This is an optimization exercise on Yosys and OpenROAD, whose aim is small area, a short achievable clock period and few clock cycles, not a production implementation. Function was checked by simulation only, so behaviour that the tests miss may differ from the original. Power and IR drop assume default switching activity.

Setup of run 1:
// P_Liu
module P_Liu (
	input clk,
	input rst,
	input [15:0] inputLine,
	output [15:0] outputLine,
	output outputLineWrite,
	output [9:0] imem_addr,
	input [15:0] imem_rdata,
	output [9:0] dmem_addr,
	output [15:0] dmem_wdata,
	output dmem_we,
	input [15:0] dmem_rdata
);
clock: 11.0 ns
lec_check: 0
cap_margin: 20
core_margin: 2
core_utilization: 40
slew_margin: 20
standard.sh (not shown) runs the stock make flow with config.mk's settings and CLKGATE_MAP_FILE= SYNTH_SCRIPT=/design/flow/synth_recipe.tcl, a recipe that flattens the netlist after the stock synthesis.
==> flow/flow/run.sh <==
#!/bin/bash
set -euo pipefail
bash standard.sh TNS_END_PERCENT=10 \
  "BUFFER_PORTS_ARGS=-buffer_cell sky130_fd_sc_hd__buf_2" \
  floorplan > standard_make_floorplan.log 2>&1
bash standard.sh SETUP_SLACK_MARGIN=6.5 TNS_END_PERCENT=10 \
  "BUFFER_PORTS_ARGS=-buffer_cell sky130_fd_sc_hd__buf_2" \
  finish > standard_make.log 2>&1
Every stage of the flow completed for run 1, and the final layout passed the timing, design-rule and antenna checks.
Testbench counts of run 1, summed over its fixed seeds: cycles 59,843.
> inputs changed (run 1 -> run 2)
==> flow/flow/run.sh <==
#!/bin/bash
set -euo pipefail
bash standard.sh SETUP_SLACK_MARGIN=7.3 TNS_END_PERCENT=10 \
  "BUFFER_PORTS_ARGS=-buffer_cell sky130_fd_sc_hd__buf_2" \
  finish > standard_make.log 2>&1
==> run notes <==
Changes observed in run 2 relative to run 1: worst setup slack +47 ps; first-pass GRT wire length +4.8 mm; clock insertion delay at the later pin of the skew report ~0 delta. Taking run 1 as the reference, in run 2 combinational power saw an increase; via count rose by 268.
The inputs of run 3 differ from those of run 2 as listed below.
-- flow/flow/run.sh --
<<< run 2, line 3
bash standard.sh SETUP_SLACK_MARGIN=7.3 TNS_END_PERCENT=10 \
>>> run 3, line 3
bash standard.sh SETUP_SLACK_MARGIN=6.5 TNS_END_PERCENT=10 \
### Flow results
Both conditions hold for run 3: the flow ran to the end and the final layout passed the timing, design-rule and antenna checks. Run 3 vs run 2: number of non-filler instances in the completed layout down slightly. In the reports for run 2 and run 3, the larger design area belongs to run 2. Routed wire length improves in run 3 relative to run 2. Run 3 against run 2: via count of the first global-routing pass now smaller, count of H-tree levels built during CTS comparable, smallest setup slack after layout now smaller, clock buffer instance count of the final layout now smaller. Of run 2 and run 3, the lower number of search-and-repair iterations in the first detailed-routing pass belongs to run 3. Run 3 vs. run 2: fraction of layout instances using a drive strength above 1 went down by 4.1 points. Comparing run 2 and run 3, the higher share of the core filled with cells in the final layout is on run 2.

* * *

## run A
P_Liu, a different RTL version from the one above (not shown whole).
For scale: about 250 flip-flops, ~0.017 sq mm of cells after synthesis.
Settings: LEC_CHECK=0, CAP_MARGIN=20, CORE_MARGIN=2, CORE_UTILIZATION=40, SLEW_MARGIN=20; clock period 11.0 ns.
==> flow/flow/run.sh <==
#!/bin/bash
set -euo pipefail
bash standard.sh SETUP_SLACK_MARGIN=6 TNS_END_PERCENT=10 \
  "BUFFER_PORTS_ARGS=-buffer_cell sky130_fd_sc_hd__buf_2" \
  finish > standard_make.log 2>&1
Testbench counts of run A, summed over its fixed seeds: cycles 59,843.
### run A -> run B
==> flow/flow/run.sh <==
#!/bin/bash
set -euo pipefail
bash standard.sh SETUP_SLACK_MARGIN=7 TNS_END_PERCENT=10 finish > standard_make.log 2>&1
## What came out
Relative to run A, the fill cell instance count of the final layout of run B is lower by 144.
Comparing run B and run A, the higher area growth from synthesis to final layout was measured on run B.
Via count sits higher in run B than in run A.
From run A to run B the numbers moved as follows: total routing usage reported by global routing went up by 0.91 points, number of diodes shows an increase of 2, core utilization higher, number of buffers created by CTS saw an increase, summed area of non-filler cells in the final layout rose by 10%.
Between run B and run A, the fraction of final layout cells with drive strength greater than 1 is lower for run A.
For run C, these inputs were changed with respect to run B:
==> flow/flow/run.sh <==
#!/bin/bash
set -euo pipefail
bash standard.sh SETUP_SLACK_MARGIN=7 TNS_END_PERCENT=10 \
  CAP_MARGIN=0 SLEW_MARGIN=0 \
  "CTS_BUF_LIST=sky130_fd_sc_hd__clkbuf_4 sky130_fd_sc_hd__clkbuf_8" \
  finish > standard_make.log 2>&1
Results
- The wire length of run C exceeds that of run B by 1400 microns.
- In the tables for run B and run C, maximum vdd drop reads lower with run C.
- The lower sequential cell area share of run B and run C is in run C.
- The uppermost layer routed comes out met4 in one run and met5 in the other, namely in run C and run B respectively.
--- input diff run C..run D ---
==> flow/flow/run.sh <==
#!/bin/bash
set -euo pipefail
bash standard.sh SETUP_SLACK_MARGIN=6.5 TNS_END_PERCENT=10 \
  "BUFFER_PORTS_ARGS=-buffer_cell sky130_fd_sc_hd__buf_2" \
  finish > standard_make.log 2>&1
### Flow results
- Run D -> run C: horizontal extent of the die flat
- Worst setup path startpoint = sb[6]$_SDFFCE_PP0N_: run D; worst setup path startpoint = rst: run C
- Run C and run D ended up with nearly the same clock transition at the register clock pins on the worst setup and hold paths after CTS.
- Summary: with run C as the reference, total detailed-routing wirelength in run D moved down by a few percent.

* * *

## run F
Another version of the RTL of P_Liu (not shown whole).
For scale: about 250 flip-flops, about 100 I/O pins, about 17,000 um^2 of cells after synthesis.
==> flow/design.v (excerpt) <==
module P_Liu (
	input clk,
	input rst,
	input [15:0] inputLine,
	output [15:0] outputLine,
	output outputLineWrite,
	output [9:0] imem_addr,
	input [15:0] imem_rdata,
	output [9:0] dmem_addr,
	output [15:0] dmem_wdata,
	output dmem_we,
	input [15:0] dmem_rdata
);
Settings: LEC_CHECK=0, CAP_MARGIN=20, CORE_MARGIN=2, CORE_UTILIZATION=40, SLEW_MARGIN=20; clock period 11.0 ns.
==> flow/flow/run.sh <==
#!/bin/bash
set -euo pipefail
bash standard.sh SETUP_SLACK_MARGIN=7 TNS_END_PERCENT=10 \
  "BUFFER_PORTS_ARGS=-buffer_cell sky130_fd_sc_hd__buf_2" \
  finish > standard_make.log 2>&1
Per the final summary, run F finished and its layout is clean on timing, DRC and antenna.
Testbench counts of run F, summed over its fixed seeds: cycles 59,843.
--- input diff run F..run P ---
==> flow/flow/run.sh <==
#!/bin/bash
set -euo pipefail
bash standard.sh SETUP_SLACK_MARGIN=6.5 TNS_END_PERCENT=10 \
  "BUFFER_PORTS_ARGS=-buffer_cell sky130_fd_sc_hd__buf_2" \
  finish > standard_make.log 2>&1
Findings:
- Every stage of the flow completed for run P, and the final layout passed the timing, design-rule and antenna checks.
- Changes observed in run P relative to run F: switching fraction of total power rose 0.40 points; path depth of the worst reg2reg path fell 5; hold slack rose 0.0041 ns; total power about even.
- A cell with the biggest individual delay on the critical path of xnor2_1 is what run P shows, while or4b_1 belongs to run F.
- Summary: with run F as the reference, routed metal-1 wirelength in run P moved up by a few percent.
- [compare] base=run F new=run P: cell leakage power went up, setup skew after layout closely matched the old numbers, clock network latency to the later pin of the worst-skew pair held.

==> separate check: timing with driven ports <==
The results above use ideal ports. As a check the final layouts listed here were re-extracted and re-timed, cells and wires unchanged.
Step 1, drivers: a clkbuf_16 drives clk and a buf_2 each remaining input, both assumed.
Step 2 also shifts input and output timing later by t, the mid clock arrival at the registers, as if the neighbouring blocks saw the same clock.
Slacks: ideal ports / drivers / drivers and shift; pairs: ideal ports / drivers.
run | t (ns) | setup slack, ns | worst setup path after step 2
run 1 | 0.637 | 6.468 / 6.468 / 6.218 | input to register
run 2 | 0.639 | 6.515 / 6.515 / 6.110 | input to register
run 3 | 0.651 | 6.217 / 6.217 / 6.110 | input to register
run A | 0.615 | 6.044 / 6.044 / 5.522 | input to register
run B | 0.619 | 6.461 / 6.494 / 5.876 | input to register
run C | 0.685 | 6.354 / 6.386 / 5.701 | input to register
run D | 0.625 | 6.450 / 6.450 / 5.945 | input to register
run F | 0.629 | 6.303 / 6.303 / 5.717 | input to register
run P | 0.614 | 6.083 / 6.083 / 5.751 | input to register
After both steps every run listed still meets setup and hold. The setup slack of run C, which loses most, moves by +0.032 ns with the drivers and by -0.653 ns with both steps.
